Source: an optimization exercise on an open RTL-to-GDS flow (aim: small area and a short achievable clock period). Production flows keep margins and buffers that such runs may drop.
No run shown here included a check of the RTL's function; only the layout flow was run.

==> flow/run.sh <==
#!/bin/bash
# synth_recipe.tcl (not shown) runs the flow's synth.tcl, then flattens the netlist and writes it again
# the make line also repeats each setting of config.mk as NAME=value (left out here)
make -C /OpenROAD-flow-scripts/flow DESIGN_CONFIG=/design/flow/config.mk WORK_HOME=/design/flow/orfs CLKGATE_MAP_FILE= SYNTH_SCRIPT=/design/flow/synth_recipe.tcl finish
==> flow/config.mk <==
export PLATFORM = sky130hd
export DESIGN_NAME = neuron
export DESIGN_NICKNAME = neuron
export VERILOG_FILES = /design/flow/design.v
export SDC_FILE = /design/flow/constraint.sdc
export NUM_CORES = 4
export LEC_CHECK = 0
export CAP_MARGIN = 20
export CORE_MARGIN = 2
export CORE_UTILIZATION = 40
export SETUP_SLACK_MARGIN = 5
export SLEW_MARGIN = 20
==> flow/constraint.sdc <==
create_clock -name core_clock -period 9.5 [get_ports {clk}]
set_input_delay 1.9000 -clock core_clock [delete_from_list [all_inputs] [get_ports {clk}]]
set_output_delay 1.9000 -clock core_clock [all_outputs]
set_load 0.01 [all_outputs]
==> flow/design.v <==
`timescale 1ns/1ns
module datapath(
    input clk , rst , ldW , ldX , ldT ,
    input signed [6:0] x1in , x2in ,
    input signed [1:0] tin ,
    output [1:0] tout ,
    output eq
);
    reg signed [6:0] x1 , x2 ;
    reg t1 ;
    reg [11:0] w1h , w2h , wsum ;
    reg [7:0] bhp ;
    reg [7:0] u ;           
    wire [11:0] m = {12{t1}} ;
    wire [11:0] x1e = {{5{x1[6]}}, x1} , x2e = {{5{x2[6]}}, x2} , ue = {{4{u[7]}}, u} ;
    wire [11:0] w1u = ((w1h ^ m) + x1e + {x1e[10:0], 1'b0}) ^ m ;
    wire [11:0] w2u = ((w2h ^ m) + x2e + {x2e[10:0], 1'b0}) ^ m ;
    wire [11:0] wsu = ((wsum ^ m) + ue + {ue[10:0], 1'b0}) ^ m ;
    wire [7:0] bhu = t1 ? bhp - 8'd3 : bhp + 8'd3 ;
    wire [6:0] x1n = ldX ? x1in : x1 ;
    wire [6:0] x2n = ldX ? x2in : x2 ;
    wire [7:0] un = ldX ? {x1in[6], x1in} + {x2in[6], x2in} : u ;
    wire [11:0] w1n = ldW ? w1u : w1h ;
    wire [11:0] w2n = ldW ? w2u : w2h ;
    wire [11:0] wsn = ldW ? wsu : wsum ;
    wire [7:0] bhn = ldW ? bhu : bhp ;
    always @(posedge clk, posedge rst) begin
        if (rst) begin
            x1 <= 0 ; x2 <= 0 ; u <= 0 ; t1 <= 0 ;
            w1h <= 0 ; w2h <= 0 ; wsum <= 0 ; bhp <= 8'd16 ;
        end else begin
            x1 <= x1n ; x2 <= x2n ; u <= un ;
            w1h <= w1n ; w2h <= w2n ; wsum <= wsn ; bhp <= bhn ;
            if (ldT) t1 <= tin[1] ;
        end
    end
    wire sa0 = x1n[0] & ~x2n[0];
    wire sb0 = ~x1n[0] & x2n[0];
    wire sc0 = x1n[0] & x2n[0];
    wire sa1 = x1n[1] & ~x2n[1];
    wire sb1 = ~x1n[1] & x2n[1];
    wire sc1 = x1n[1] & x2n[1];
    wire sa2 = x1n[2] & ~x2n[2];
    wire sb2 = ~x1n[2] & x2n[2];
    wire sc2 = x1n[2] & x2n[2];
    wire sa3 = x1n[3] & ~x2n[3];
    wire sb3 = ~x1n[3] & x2n[3];
    wire sc3 = x1n[3] & x2n[3];
    wire sa4 = x1n[4] & ~x2n[4];
    wire sb4 = ~x1n[4] & x2n[4];
    wire sc4 = x1n[4] & x2n[4];
    wire sa5 = x1n[5] & ~x2n[5];
    wire sb5 = ~x1n[5] & x2n[5];
    wire sc5 = x1n[5] & x2n[5];
    wire sa6 = x1n[6] & ~x2n[6];
    wire sb6 = ~x1n[6] & x2n[6];
    wire sc6 = x1n[6] & x2n[6];
    wire ws12 = (w1n[11] == w2n[11]) ? w1n[11] : wsn[11];
    wire n1 = (sa0 & w1n[2] | sb0 & w2n[2] | sc0 & wsn[2]);
    wire n2 = (sa0 & w1n[3] | sb0 & w2n[3] | sc0 & wsn[3]);
    wire n3 = (sa0 & w1n[4] | sb0 & w2n[4] | sc0 & wsn[4]);
    wire n4 = (sa0 & w1n[5] | sb0 & w2n[5] | sc0 & wsn[5]);
    wire n5 = (sa0 & w1n[6] | sb0 & w2n[6] | sc0 & wsn[6]);
    wire n6 = (sa0 & w1n[7] | sb0 & w2n[7] | sc0 & wsn[7]);
    wire n7 = (sa0 & w1n[8] | sb0 & w2n[8] | sc0 & wsn[8]);
    wire n8 = (sa0 & w1n[9] | sb0 & w2n[9] | sc0 & wsn[9]);
    wire n9 = (sa0 & w1n[10] | sb0 & w2n[10] | sc0 & wsn[10]);
    wire n10 = (sa0 & w1n[11] | sb0 & w2n[11] | sc0 & wsn[11]);
    wire n11 = ~(sa0 & w1n[11] | sb0 & w2n[11] | sc0 & ws12);
    wire n12 = (sa1 & w1n[1] | sb1 & w2n[1] | sc1 & wsn[1]);
    wire n13 = (sa1 & w1n[2] | sb1 & w2n[2] | sc1 & wsn[2]);
    wire n14 = (sa1 & w1n[3] | sb1 & w2n[3] | sc1 & wsn[3]);
    wire n15 = (sa1 & w1n[4] | sb1 & w2n[4] | sc1 & wsn[4]);
    wire n16 = (sa1 & w1n[5] | sb1 & w2n[5] | sc1 & wsn[5]);
    wire n17 = (sa1 & w1n[6] | sb1 & w2n[6] | sc1 & wsn[6]);
    wire n18 = (sa1 & w1n[7] | sb1 & w2n[7] | sc1 & wsn[7]);
    wire n19 = (sa1 & w1n[8] | sb1 & w2n[8] | sc1 & wsn[8]);
    wire n20 = (sa1 & w1n[9] | sb1 & w2n[9] | sc1 & wsn[9]);
    wire n21 = (sa1 & w1n[10] | sb1 & w2n[10] | sc1 & wsn[10]);
    wire n22 = (sa1 & w1n[11] | sb1 & w2n[11] | sc1 & wsn[11]);
    wire n23 = ~(sa1 & w1n[11] | sb1 & w2n[11] | sc1 & ws12);
    wire n24 = (sa2 & w1n[0] | sb2 & w2n[0] | sc2 & wsn[0]);
    wire n25 = (sa2 & w1n[1] | sb2 & w2n[1] | sc2 & wsn[1]);
    wire n26 = (sa2 & w1n[2] | sb2 & w2n[2] | sc2 & wsn[2]);
    wire n27 = (sa2 & w1n[3] | sb2 & w2n[3] | sc2 & wsn[3]);
    wire n28 = (sa2 & w1n[4] | sb2 & w2n[4] | sc2 & wsn[4]);
    wire n29 = (sa2 & w1n[5] | sb2 & w2n[5] | sc2 & wsn[5]);
    wire n30 = (sa2 & w1n[6] | sb2 & w2n[6] | sc2 & wsn[6]);
    wire n31 = (sa2 & w1n[7] | sb2 & w2n[7] | sc2 & wsn[7]);
    wire n32 = (sa2 & w1n[8] | sb2 & w2n[8] | sc2 & wsn[8]);
    wire n33 = (sa2 & w1n[9] | sb2 & w2n[9] | sc2 & wsn[9]);
    wire n34 = (sa2 & w1n[10] | sb2 & w2n[10] | sc2 & wsn[10]);
    wire n35 = (sa2 & w1n[11] | sb2 & w2n[11] | sc2 & wsn[11]);
    wire n36 = ~(sa2 & w1n[11] | sb2 & w2n[11] | sc2 & ws12);
    wire n37 = (sa3 & w1n[0] | sb3 & w2n[0] | sc3 & wsn[0]);
    wire n38 = (sa3 & w1n[1] | sb3 & w2n[1] | sc3 & wsn[1]);
    wire n39 = (sa3 & w1n[2] | sb3 & w2n[2] | sc3 & wsn[2]);
    wire n40 = (sa3 & w1n[3] | sb3 & w2n[3] | sc3 & wsn[3]);
    wire n41 = (sa3 & w1n[4] | sb3 & w2n[4] | sc3 & wsn[4]);
    wire n42 = (sa3 & w1n[5] | sb3 & w2n[5] | sc3 & wsn[5]);
    wire n43 = (sa3 & w1n[6] | sb3 & w2n[6] | sc3 & wsn[6]);
    wire n44 = (sa3 & w1n[7] | sb3 & w2n[7] | sc3 & wsn[7]);
    wire n45 = (sa3 & w1n[8] | sb3 & w2n[8] | sc3 & wsn[8]);
    wire n46 = (sa3 & w1n[9] | sb3 & w2n[9] | sc3 & wsn[9]);
    wire n47 = (sa3 & w1n[10] | sb3 & w2n[10] | sc3 & wsn[10]);
    wire n48 = (sa3 & w1n[11] | sb3 & w2n[11] | sc3 & wsn[11]);
    wire n49 = ~(sa3 & w1n[11] | sb3 & w2n[11] | sc3 & ws12);
    wire n50 = (sa4 & w1n[0] | sb4 & w2n[0] | sc4 & wsn[0]);
    wire n51 = (sa4 & w1n[1] | sb4 & w2n[1] | sc4 & wsn[1]);
    wire n52 = (sa4 & w1n[2] | sb4 & w2n[2] | sc4 & wsn[2]);
    wire n53 = (sa4 & w1n[3] | sb4 & w2n[3] | sc4 & wsn[3]);
    wire n54 = (sa4 & w1n[4] | sb4 & w2n[4] | sc4 & wsn[4]);
    wire n55 = (sa4 & w1n[5] | sb4 & w2n[5] | sc4 & wsn[5]);
    wire n56 = (sa4 & w1n[6] | sb4 & w2n[6] | sc4 & wsn[6]);
    wire n57 = (sa4 & w1n[7] | sb4 & w2n[7] | sc4 & wsn[7]);
    wire n58 = (sa4 & w1n[8] | sb4 & w2n[8] | sc4 & wsn[8]);
    wire n59 = (sa4 & w1n[9] | sb4 & w2n[9] | sc4 & wsn[9]);
    wire n60 = (sa4 & w1n[10] | sb4 & w2n[10] | sc4 & wsn[10]);
    wire n61 = (sa4 & w1n[11] | sb4 & w2n[11] | sc4 & wsn[11]);
    wire n62 = (sa5 & w1n[0] | sb5 & w2n[0] | sc5 & wsn[0]);
    wire n63 = (sa5 & w1n[1] | sb5 & w2n[1] | sc5 & wsn[1]);
    wire n64 = (sa5 & w1n[2] | sb5 & w2n[2] | sc5 & wsn[2]);
    wire n65 = (sa5 & w1n[3] | sb5 & w2n[3] | sc5 & wsn[3]);
    wire n66 = (sa5 & w1n[4] | sb5 & w2n[4] | sc5 & wsn[4]);
    wire n67 = (sa5 & w1n[5] | sb5 & w2n[5] | sc5 & wsn[5]);
    wire n68 = (sa5 & w1n[6] | sb5 & w2n[6] | sc5 & wsn[6]);
    wire n69 = (sa5 & w1n[7] | sb5 & w2n[7] | sc5 & wsn[7]);
    wire n70 = (sa5 & w1n[8] | sb5 & w2n[8] | sc5 & wsn[8]);
    wire n71 = (sa5 & w1n[9] | sb5 & w2n[9] | sc5 & wsn[9]);
    wire n72 = (sa5 & w1n[10] | sb5 & w2n[10] | sc5 & wsn[10]);
    wire n73 = ~(sa6 & w1n[0] | sb6 & w2n[0] | sc6 & wsn[0]);
    wire n74 = ~(sa6 & w1n[1] | sb6 & w2n[1] | sc6 & wsn[1]);
    wire n75 = ~(sa6 & w1n[2] | sb6 & w2n[2] | sc6 & wsn[2]);
    wire n76 = ~(sa6 & w1n[3] | sb6 & w2n[3] | sc6 & wsn[3]);
    wire n77 = ~(sa6 & w1n[4] | sb6 & w2n[4] | sc6 & wsn[4]);
    wire n78 = ~(sa6 & w1n[5] | sb6 & w2n[5] | sc6 & wsn[5]);
    wire n79 = ~(sa6 & w1n[6] | sb6 & w2n[6] | sc6 & wsn[6]);
    wire n80 = ~(sa6 & w1n[7] | sb6 & w2n[7] | sc6 & wsn[7]);
    wire n81 = ~(sa6 & w1n[8] | sb6 & w2n[8] | sc6 & wsn[8]);
    wire n82 = ~(sa6 & w1n[9] | sb6 & w2n[9] | sc6 & wsn[9]);
    wire [2:0] tlo = {1'b0, (x1n[0] ? w1n[1:0] : 2'b00) + (x2n[0] ? w2n[1:0] : 2'b00)}
                   + {1'b0, (x1n[1] & w1n[0]) ^ (x2n[1] & w2n[0]), 1'b0};
    wire [1:0] m1 = x1n[1:0] * w1n[1:0];
    wire [1:0] m2 = x2n[1:0] * w2n[1:0];
    wire [3:0] kq = {1'b0, tlo} + 4'd4 - {2'b0, m1} - {2'b0, m2};
    wire n83 = 1'b1 ^ n1 ^ n12;
    wire n84 = 1'b1 & n1 | 1'b1 & n12 | n1 & n12;
    wire n85 = n24 ^ kq[2] ^ n83;
    wire n86 = n24 & kq[2] | n24 & n83 | kq[2] & n83;
    wire n87 = 1'b1 ^ n2 ^ n13;
    wire n88 = 1'b1 & n2 | 1'b1 & n13 | n2 & n13;
    wire n89 = n25 ^ n37 ^ kq[3];
    wire n90 = n25 & n37 | n25 & kq[3] | n37 & kq[3];
    wire n91 = n84 ^ n87 ^ n89;
    wire n92 = n84 & n87 | n84 & n89 | n87 & n89;
    wire n93 = 1'b1 ^ n3 ^ n14;
    wire n94 = 1'b1 & n3 | 1'b1 & n14 | n3 & n14;
    wire n95 = n26 ^ n38 ^ n50;
    wire n96 = n26 & n38 | n26 & n50 | n38 & n50;
    wire n97 = n88 ^ n93 ^ n95;
    wire n98 = n88 & n93 | n88 & n95 | n93 & n95;
    wire n99 = n90 ^ n97 ^ n92;
    wire n100 = n90 & n97 | n90 & n92 | n97 & n92;
    wire n101 = 1'b1 ^ n4 ^ n15;
    wire n102 = 1'b1 & n4 | 1'b1 & n15 | n4 & n15;
    wire n103 = n27 ^ n39 ^ n51;
    wire n104 = n27 & n39 | n27 & n51 | n39 & n51;
    wire n105 = n62 ^ n94 ^ n96;
    wire n106 = n62 & n94 | n62 & n96 | n94 & n96;
    wire n107 = n101 ^ n103 ^ n105;
    wire n108 = n101 & n103 | n101 & n105 | n103 & n105;
    wire n109 = n98 ^ n107 ^ n100;
    wire n110 = n98 & n107 | n98 & n100 | n107 & n100;
    wire n111 = n5 ^ n16 ^ n28;
    wire n112 = n5 & n16 | n5 & n28 | n16 & n28;
    wire n113 = n40 ^ n52 ^ n63;
    wire n114 = n40 & n52 | n40 & n63 | n52 & n63;
    wire n115 = n73 ^ n102 ^ n104;
    wire n116 = n73 & n102 | n73 & n104 | n102 & n104;
    wire n117 = n111 ^ n113 ^ n106;
    wire n118 = n111 & n113 | n111 & n106 | n113 & n106;
    wire n119 = n115 ^ n108 ^ n117;
    wire n120 = n115 & n108 | n115 & n117 | n108 & n117;
    wire n121 = n6 ^ n17 ^ n29;
    wire n122 = n6 & n17 | n6 & n29 | n17 & n29;
    wire n123 = n41 ^ n53 ^ n64;
    wire n124 = n41 & n53 | n41 & n64 | n53 & n64;
    wire n125 = n74 ^ n112 ^ n114;
    wire n126 = n74 & n112 | n74 & n114 | n112 & n114;
    wire n127 = n121 ^ n123 ^ n116;
    wire n128 = n121 & n123 | n121 & n116 | n123 & n116;
    wire n129 = n125 ^ n118 ^ n127;
    wire n130 = n125 & n118 | n125 & n127 | n118 & n127;
    wire n131 = bhn[0] ^ n7 ^ n18;
    wire n132 = bhn[0] & n7 | bhn[0] & n18 | n7 & n18;
    wire n133 = n30 ^ n42 ^ n54;
    wire n134 = n30 & n42 | n30 & n54 | n42 & n54;
    wire n135 = n65 ^ n75 ^ n122;
    wire n136 = n65 & n75 | n65 & n122 | n75 & n122;
    wire n137 = n124 ^ n131 ^ n133;
    wire n138 = n124 & n131 | n124 & n133 | n131 & n133;
    wire n139 = n126 ^ n135 ^ n137;
    wire n140 = n126 & n135 | n126 & n137 | n135 & n137;
    wire n141 = n128 ^ n139 ^ n130;
    wire n142 = n128 & n139 | n128 & n130 | n139 & n130;
    wire n143 = bhn[1] ^ n8 ^ n19;
    wire n144 = bhn[1] & n8 | bhn[1] & n19 | n8 & n19;
    wire n145 = n31 ^ n43 ^ n55;
    wire n146 = n31 & n43 | n31 & n55 | n43 & n55;
    wire n147 = n66 ^ n76 ^ n132;
    wire n148 = n66 & n76 | n66 & n132 | n76 & n132;
    wire n149 = n134 ^ n143 ^ n145;
    wire n150 = n134 & n143 | n134 & n145 | n143 & n145;
    wire n151 = n136 ^ n147 ^ n138;
    wire n152 = n136 & n147 | n136 & n138 | n147 & n138;
    wire n153 = n149 ^ n140 ^ n151;
    wire n154 = n149 & n140 | n149 & n151 | n140 & n151;
    wire n155 = bhn[2] ^ n9 ^ n20;
    wire n156 = bhn[2] & n9 | bhn[2] & n20 | n9 & n20;
    wire n157 = n32 ^ n44 ^ n56;
    wire n158 = n32 & n44 | n32 & n56 | n44 & n56;
    wire n159 = n67 ^ n77 ^ n144;
    wire n160 = n67 & n77 | n67 & n144 | n77 & n144;
    wire n161 = n146 ^ n155 ^ n157;
    wire n162 = n146 & n155 | n146 & n157 | n155 & n157;
    wire n163 = n148 ^ n159 ^ n150;
    wire n164 = n148 & n159 | n148 & n150 | n159 & n150;
    wire n165 = n161 ^ n152 ^ n163;
    wire n166 = n161 & n152 | n161 & n163 | n152 & n163;
    wire n167 = bhn[3] ^ n10 ^ n21;
    wire n168 = bhn[3] & n10 | bhn[3] & n21 | n10 & n21;
    wire n169 = n33 ^ n45 ^ n57;
    wire n170 = n33 & n45 | n33 & n57 | n45 & n57;
    wire n171 = n68 ^ n78 ^ n156;
    wire n172 = n68 & n78 | n68 & n156 | n78 & n156;
    wire n173 = n158 ^ n167 ^ n169;
    wire n174 = n158 & n167 | n158 & n169 | n167 & n169;
    wire n175 = n160 ^ n171 ^ n162;
    wire n176 = n160 & n171 | n160 & n162 | n171 & n162;
    wire n177 = n173 ^ n164 ^ n175;
    wire n178 = n173 & n164 | n173 & n175 | n164 & n175;
    wire n179 = bhn[4] ^ n11 ^ n22;
    wire n180 = bhn[4] & n11 | bhn[4] & n22 | n11 & n22;
    wire n181 = n34 ^ n46 ^ n58;
    wire n182 = n34 & n46 | n34 & n58 | n46 & n58;
    wire n183 = n69 ^ n79 ^ n168;
    wire n184 = n69 & n79 | n69 & n168 | n79 & n168;
    wire n185 = n170 ^ n179 ^ n181;
    wire n186 = n170 & n179 | n170 & n181 | n179 & n181;
    wire n187 = n172 ^ n183 ^ n174;
    wire n188 = n172 & n183 | n172 & n174 | n183 & n174;
    wire n189 = n185 ^ n176 ^ n187;
    wire n190 = n185 & n176 | n185 & n187 | n176 & n187;
    wire n191 = bhn[5] ^ n23 ^ n35;
    wire n192 = bhn[5] & n23 | bhn[5] & n35 | n23 & n35;
    wire n193 = n47 ^ n59 ^ n70;
    wire n194 = n47 & n59 | n47 & n70 | n59 & n70;
    wire n195 = n80 ^ n180 ^ n182;
    wire n196 = n80 & n180 | n80 & n182 | n180 & n182;
    wire n197 = n191 ^ n193 ^ n184;
    wire n198 = n191 & n193 | n191 & n184 | n193 & n184;
    wire n199 = n195 ^ n186 ^ n188;
    wire n200 = n195 & n186 | n195 & n188 | n186 & n188;
    wire n201 = n197 ^ n190 ^ n199;
    wire n202 = n197 & n190 | n197 & n199 | n190 & n199;
    wire n203 = bhn[6] ^ n36 ^ n48;
    wire n204 = bhn[6] & n36 | bhn[6] & n48 | n36 & n48;
    wire n205 = n60 ^ n71 ^ n81;
    wire n206 = n60 & n71 | n60 & n81 | n71 & n81;
    wire n207 = n192 ^ n194 ^ n203;
    wire n208 = n192 & n194 | n192 & n203 | n194 & n203;
    wire n209 = n205 ^ n196 ^ n207;
    wire n210 = n205 & n196 | n205 & n207 | n196 & n207;
    wire n211 = n198 ^ n209 ^ n200;
    wire n212 = n198 & n209 | n198 & n200 | n209 & n200;
    wire n213 = bhn[7] ^ n49 ^ n61;
    wire n214 = n72 ^ n82 ^ n204;
    wire n215 = n206 ^ n213 ^ n214;
    wire n216 = n208 ^ n210 ^ n215;
    reg [13:0] csa , csb ;
    always @(posedge clk, posedge rst) begin
        if (rst) begin csa <= 0 ; csb <= 0 ; end
        else begin csa <= {n212, n202, n201, n178, n166, n154, n142, n141, n120, n110, n109, n99, n86, n85} ; csb <= {n216, n211, 1'b0, n189, n177, n165, n153, 1'b0, n129, n119, 1'b0, 1'b0, n91, 1'b0} ; end
    end
    wire [13:0] s = csa + csb ;
    assign eq = ~(s[13] ^ t1) ;
    assign tout = { s[13] , 1'b1 } ;
endmodule
`timescale 1ns/1ns
module controller(
    input clk , rst , eq , start , EOF , EOI ,
    output ldW , ldX , ldT , updating ,
    output reg learned
);
    reg [2:0] ps, ns;
    localparam [2:0] idle = 0, starting = 1, toLearn = 2, getX = 3, update = 4, test = 5;
    always @(*) begin
        case (ps)
            idle     : ns = start ? starting : idle;
            starting : ns = learned ? test : toLearn;
            toLearn  : ns = getX;
            getX     : ns = EOF ? starting : (eq ? getX : update);
            update   : ns = getX;
            test     : ns = EOI ? idle : test;
            default  : ns = idle;
        endcase
    end
    assign ldX = (ps == getX) | (ps == test);
    assign ldT = (ps == getX);
    assign ldW = (ps == update);
    assign updating = (ps == getX) & ~eq;
    always @(posedge clk, posedge rst) begin
        if (rst) learned <= 1'b0;
        else if (ns == toLearn) learned <= 1'b1;
        else if (ns == update) learned <= 1'b0;
    end
    always @(posedge clk, posedge rst) begin
        if (rst) ps <= idle;
        else ps <= ns;
    end
endmodule
`timescale 1ns/1ns
module neuron(
    input clk , rst , start , EOI , EOF ,
    input signed [6:0] x1 , x2 ,
    input signed [1:0] tin ,
    output learned , updating ,
    output signed [1:0] tout
);
    wire ldW, ldX, ldT, eq;
    datapath dp(
        .clk(clk), .rst(rst), .ldW(ldW), .ldX(ldX), .ldT(ldT),
        .x1in(x1), .x2in(x2), .tin(tin), .tout(tout), .eq(eq)
    );
    controller ct(
        .clk(clk), .rst(rst), .eq(eq), .start(start), .EOF(EOF), .EOI(EOI),
        .ldW(ldW), .ldX(ldX), .ldT(ldT), .updating(updating), .learned(learned)
    );
endmodule
==> impl_metrics.yaml, run 1 <==
synth:
  synth.distinct_cells: 66
  netlist.area_leader.share: 0.231
  syn-num-nets: 1306
  synth.area.top_cells: "dfrtp_1 23%, fa_1 17%, ha_1 8.2%, xnor2_1 8.0%, inv_1 6.0%"
  synth.avg_cell_area_um2: 8.78
  synth_edf_count: 0
  syn_inst: 1135
  synth.cell_area_um2: 9960
  yosys_warnings: 2
  async_flop_share: 1.00
  synthFlopType: "dfrtp_1"
  seq_area_frac_synth: 0.234
  synth_area_leader_cell: "dfrtp_1"
  synth-seq-cells: 93
layout:
  layout-drive-gt1-share: 0.227
  layout.nets: 1377
  diodes: 0
  layout_commonest_cell: "inv_1"
  final_cell_mix: "139 x inv_1, 99 x nand2_1, 91 x dfrtp_1"
  synthToLayoutAreaGrowth_pct: 22.4
  final_core_util: 0.500
placed_design:
  dpl.hpwl_mm: 21.1
  gp_congestion: 0.959
  place_ws_ns: 2.34
  portBuffers: 22
global_routing:
  grt_overflow_total: 0
  grt_pass1_vias: 8279
  grt_max_degree: 67
  grt_pass1_wl_mm: 47.0
  grt_use_total: 0.234
  antenna_found_initial: 0
route:
  drtIter0Drc: 853
  wl_mm: 29.7
  ant_nets: 0
  vias: 8345
  post_drt_wl_per_cell_um: 19.4
  drc: 0
  first_pass_iters: 5
  vias_per_cell: 5.44
worst_setup_path:
  ff2ff_setup_slack_ns: 3.40
  critPathKind: "reg2reg"
  worstPathArrival_ns: 6.34
  critPathMaxStageDelay_ns: 0.56
  slowest_stage: "dfrtp_4"
  r2r_cells: 27
  crit_path_end_kind: "register"
  r2r-start: "dp.t1$_DFFE_PP0P_"
  critical_path_required_ns: 9.74
  critPathLaunchType: "register"
  path_max_fanout: 6
  crit_top_cell: "xnor2_1"
  reg2reg_to: "dp.csb[13]$_DFF_PP0_"
clock_tree:
  postCtsHoldBufs: 0
  h-tree-depth: 3
  tritoncts: "done"
  cts_sinks: 93
  clk_path_buf_depth: 2
  cts-root-buf: "clkbuf_16"
  path_clk_slew_ns: 0.07
  clk_latency_ns: 0.37
  cts_buffers: 9
sta:
  min_period_over_period: 0.642
  slew_headroom: 0.407
  finalSetupViolations: 0
  clock.fmax_ghz: 0.164
  final_hold_viol_count: 0
  worst_pin_slew_ns: 0.889
  period_minus_slack_ns: 6.10
  skew_ns: 0.0164
  slew_viol_final: 0
  rsz0062_at_grt: "yes"
  tns_ns: 0
  setup_ws_ns: 3.40
  whs_ns: 0.492
floorplan:
  ios: 25
  std_cell_rows: 57
  start_util: 0.409
  die_y_um: 162
  core-area_um2: 24400
  design.die.area_um2: 26200
  die_w_um: 162
min_path:
  min_path_cells: 1
  hold_end: "dp.bhp[7]$_DFF_PP0_"
  hp-class: "reg2reg"
  holdCritStartpoint: "dp.bhp[7]$_DFF_PP0_"
run_status:
  status: "no timing/DRC/antenna violations"
job:
  drv_cap: 0
[worst max path at each step]
stage | end | startpoint | slack (ns) | cells after the start
floorplan | dp.csb[13]$_DFF_PP0_ | dp.t1$_DFFE_PP0P_ | 2.95 | 31
global placement | dp.csb[13]$_DFF_PP0_ | dp.t1$_DFFE_PP0P_ | 2.38 | 25
detailed placement | dp.csb[13]$_DFF_PP0_ | dp.t1$_DFFE_PP0P_ | 2.34 | 25
CTS | dp.csb[13]$_DFF_PP0_ | dp.t1$_DFFE_PP0P_ | 3.41 | 26
global route | dp.csb[13]$_DFF_PP0_ | dp.t1$_DFFE_PP0P_ | 3.12 | 26
finish | dp.csb[13]$_DFF_PP0_ | dp.t1$_DFFE_PP0P_ | 3.40 | 27
[logic make-up (layout without fill, tap and decap cells)]
logic type,Yosys count,after routing,synth area share
AO/OA/AOI/OAI,275,275,0.165
AND/OR/NAND/NOR,243,243,0.109
buffers and inverters,206,282,0.0814
adder cells (fa/ha/maj),150,150,0.252
XOR/XNOR,124,124,0.111
flip-flops,93,93,0.234
multiplexers,43,43,0.0476
other,1,1,0.000376
[layout make-up]
class	instances	area [µm²]
fill	2244	12200
inverter	167	647
clock inverter	6	52.6
timing repair buffer	99	888
multi-input combinational	836	7630
tap	324	405
sequential	93	2330
clock buffer	10	239
[stage by stage]
stage	std cells	cell area (µm²)
finish	1535	12200
CTS	1529	12000
global placement	1459	10800
global route	1535	12200
floorplan	1135	10300
detailed placement	1459	10800
[sequential cells by signal, summed over array words and instances (netlist names)]
| register | count |
|---|---|
| dp.x2 | 7 |
| ct.ps | 3 |
| dp.u | 8 |
| dp.w1h | 12 |
| ct.learned | 1 |
| dp.csa | 13 |
| dp.x1 | 7 |
| dp.w2h | 12 |
| dp.t1 | 1 |
| dp.csb | 9 |
| dp.bhp | 8 |
| dp.wsum | 12 |
[per-layer routing]
layer | global-route usage | up-vias | wire length [µm]
met5 | 0 | - | 0
met4 | 0.0772 | 0 | 852
met1 | 0.320 | 4014 | 12600
li1 | - | 3919 | -
met2 | 0.372 | 359 | 13700
met3 | 0.0498 | 53 | 2510
[critical path, delay by kind of cell (launching register included)]
kind,cells,cell delay [ns]
flops,1,0.56
compound gates,6,0.95
buf+inv,4,0.49
simple gates,1,0.09
fa+ha+maj,7,2.34
xor+xnor,9,1.54
[cell usage after synthesis (all sizes together), types with 3 or more instances]
cell type  instances
inv              167
nand2            101
dfrtp             92
xnor2             92
a21oi             90
fa                85
nor2              81
o21ai             81
ha                65
mux2i             38
xor2              31
buf               24
o22ai             24
a22oi             22
a21o              17
clkbuf            15
nand3             13
a211oi             9
nor3               9
nand2b             8
nor2b              7
o211ai             7
mux2               5
nor4               5
and3               4
a21boi             3
a31oi              3
nand3b             3
nand4              3
o2111ai            3
o21bai             3
[repair_timing]
action / in CTS / in global routing
gates cloned: 0 / 0
buffers inserted: 54 / 6
endpoints found under the setup margin: 24 / 22
pin swaps: 61 / 23
resized for setup: 118 / 38
==> inputs of run 2 (changes only) <==
--- a/flow/config.mk
+++ b/flow/config.mk
@@ -8,5 +8,4 @@
 export CAP_MARGIN = 20
 export CORE_MARGIN = 2
 export CORE_UTILIZATION = 40
-export SETUP_SLACK_MARGIN = 5
 export SLEW_MARGIN = 20
==> run 2 against run 1 <==
Against the previous run:
- worst hold slack lost 0.0026 ns
- non-clock buffer count decreased by 59
- cell area is 11% lower
- register-to-register slack lost 1.6 ns
- die area stayed put
- via count is 6.0% lower
- first-iteration DRC count fell by 12%
- critical path type unchanged
- critical endpoint unchanged
- highest routed layer unchanged
==> impl_metrics.yaml, run 2 <==
placed_design:
  gp_congestion: 0.933
  dpl.hpwl_mm: 20.5
  place_ws_ns: 1.78
  placed_cells: 1460
  portBuffers: 22
  placed_area_um2: 10600
layout:
  top_register: "dp.csa"
  n_fill_cell: 2402
  diodes: 0
  layout_commonest_cell: "inv_1"
  layout.nets: 1318
  final_cells: 1476
  largest_reg_flops: 13
  final_core_util: 0.446
  synthToLayoutAreaGrowth_pct: 9.09
  final_cell_mix: "158 x inv_1, 100 x nand2_1, 91 x xnor2_1, 91 x dfrtp_1, 89 x a21oi_1"
  layout-drive-gt1-share: 0.0564
  final_area_um2: 10900
floorplan:
  design.die.area_um2: 26200
  start_util: 0.409
  core-area_um2: 24400
  die_y_um: 162
  die_w_um: 162
  ios: 25
  std_cell_rows: 57
worst_setup_path:
  ff2ff_setup_slack_ns: 1.76
  critPathLaunchType: "register"
  path_max_fanout: 47
  crit_top_cell: "xnor2_1"
  crit_path_end_kind: "register"
  worstPathArrival_ns: 7.98
  r2r_cells: 26
  slowest_stage: "dfrtp_4"
  crit_buf_inv: 3
  critPathKind: "reg2reg"
  critPathCapture: "dp.csb[13]$_DFF_PP0_"
  critical_path_required_ns: 9.74
  r2r-start: "dp.t1$_DFFE_PP0P_"
  critPathMaxStageDelay_ns: 0.94
  critPathLaunch: "dp.t1$_DFFE_PP0P_"
  cp.depth: 26
  cp_top_family: "adder cells"
  reg2reg_to: "dp.csb[13]$_DFF_PP0_"
route:
  vias: 7846
  post_drt_wl_per_cell_um: 17.8
  wl_mm: 26.3
  ant_nets: 0
  vias_per_cell: 5.32
  drtIter0Drc: 747
  first_pass_iters: 5
  drc: 0
synth:
  synth.cell_area_um2: 9960
  synth-seq-cells: 93
  netlist.area_leader.share: 0.231
  synth.distinct_cells: 66
  synthTopCellsByCount: "159 x inv_1, 101 x nand2_1, 92 x dfrtp_1"
  synthFlopType: "dfrtp_1"
  async_flop_share: 1.00
  syn-num-nets: 1306
  synth.avg_cell_area_um2: 8.78
  synth.area.top_cells: "dfrtp_1 23%, fa_1 17%, ha_1 8.2%, xnor2_1 8.0%, inv_1 6.0%"
  seq_area_frac_synth: 0.234
  yosysMostFrequentCell: "inv_1"
  syn_inst: 1135
  synth_area_leader_cell: "dfrtp_1"
  synth_edf_count: 0
  yosys_warnings: 2
min_path:
  hp-class: "reg2reg"
sta:
  slew_headroom: 0.352
  clock.fmax_ghz: 0.129
  setup_ws_ns: 1.76
  slew_viol_final: 0
  min_period_over_period: 0.814
  whs_ns: 0.489
  skew_ns: 0.0121
  tns_ns: 0
  period_minus_slack_ns: 7.74
  rsz0062_at_grt: "no"
  final_hold_viol_count: 0
  worst_pin_slew_ns: 0.972
  finalSetupViolations: 0
clock_tree:
  postCtsHoldBufs: 0
  cts_buffers: 9
  postCtsSetupRepairBufs: 0
  tritoncts: "done"
  clk_path_buf_depth: 2
  clk_latency_ns: 0.37
  cts-root-buf: "clkbuf_16"
  cts_sinks: 93
  cts_resized: 0
  h-tree-depth: 3
  path_clk_slew_ns: 0.08
global_routing:
  grt_pass1_vias: 7584
  grt_use_total: 0.211
  antenna_found_initial: 0
  grt_pass1_wl_mm: 42.9
  grt_max_degree: 62
  grt_overflow_total: 0
run_status:
  status: "no timing/DRC/antenna violations"
job:
  drv_cap: 0
-- run 2: worst min-delay path by stage --
stage                                    from                   to  slack, ns  depth (start not counted)
final                     dp.u[4]$_DFFE_PP0N_  dp.u[4]$_DFFE_PP0N_       0.49                          2
after global routing      dp.u[2]$_DFFE_PP0N_  dp.u[2]$_DFFE_PP0N_       0.52                          2
after CTS                 dp.u[4]$_DFFE_PP0N_  dp.u[4]$_DFFE_PP0N_       0.49                          2
after detailed placement  dp.u[4]$_DFFE_PP0N_  dp.u[4]$_DFFE_PP0N_       0.48                          2
after global placement    dp.u[4]$_DFFE_PP0N_  dp.u[4]$_DFFE_PP0N_       0.47                          2
after floorplan           dp.u[1]$_DFFE_PP0N_  dp.u[1]$_DFFE_PP0N_       0.45                          2
-- run 2: final cells by class --
type,count,area (µm²),share of cell area
clock buffers,10,239,0.0220
clock inverters,6,76.3,0.00702
inverters,167,629,0.0579
multi-input cells,836,6830,0.629
flip-flops and latches,93,2330,0.215
well taps,324,405,0.0373
repair buffers,40,355,0.0327
-- run 2: logic make-up (layout without fill, tap and decap cells) --
| group | count (synthesis) | after routing | synth area share |
|---|---|---|---|
| AND/OR/NAND/NOR | 243 | 243 | 0.109 |
| other | 1 | 1 | 0.000376 |
| buffers and inverters | 206 | 223 | 0.0814 |
| adder cells (fa/ha/maj) | 150 | 150 | 0.252 |
| XOR/XNOR | 124 | 124 | 0.111 |
| AO/OA/AOI/OAI | 275 | 275 | 0.165 |
| flip-flops | 93 | 93 | 0.234 |
| multiplexers | 43 | 43 | 0.0476 |
-- run 2: worst reg2reg max path, stage by stage, from the launching register on --
cell and delay, ns:
dfrtp_4 0.94, xnor2_1 0.24, fa_1 0.56, inv_1 0.04
ha_1 0.22, fa_1 0.44, a211oi_1 0.42, o21ai_1 0.18
a31oi_1 0.19, xnor2_1 0.17, nor2_1 0.08, xnor2_1 0.47
inv_1 0.20, ha_1 0.33, a21oi_1 0.28, o21ai_0 0.13
a22oi_1 0.21, fa_1 0.45, inv_1 0.08, fa_1 0.42
fa_1 0.39, xnor2_1 0.18, xnor2_1 0.15, xnor2_1 0.16
xnor2_1 0.14, xnor3_1 0.41, xnor2_1 0.13
-- run 2: per-layer routing --
metal  global-route usage  wire [µm]  vias to the layer above
met5                    0          0                        -
met2                0.341      12400                      260
met4               0.0410        331                        0
met1                0.297      11900                     3761
met3               0.0409       1700                       29
li1                     -          -                     3796

-- port drivers added, routing unchanged --
In the flow no input, the clock included, has a driving cell. The finished layouts below were timed again as built, in two steps.
Step 1 assumes that a clkbuf_16 drives the clock port and a buf_2 every other input.
Step 2 times the ports against the registers' clock, not the clock port: input delays grow and output delays shrink by t, the midpoint of the rising clock arrivals with the driver on.
Slacks: no drivers / after step 1 / after step 2; pairs: no drivers / after step 1.
run | t (ns) | slack for setup (ns) | worst setup path after step 2 | slew at the worst register clock pin (ns)
run 1 | 0.405 | 3.398 / 3.398 / 3.212 | input to register | 0.08 / 0.08
run 2 | 0.409 | 1.764 / 1.764 / 1.764 | register to register | 0.08 / 0.08
After both steps setup and hold are still met in every run listed. For run 1, which loses most, drivers alone change the setup slack by 0.000 ns; drivers and shift together by -0.186 ns.
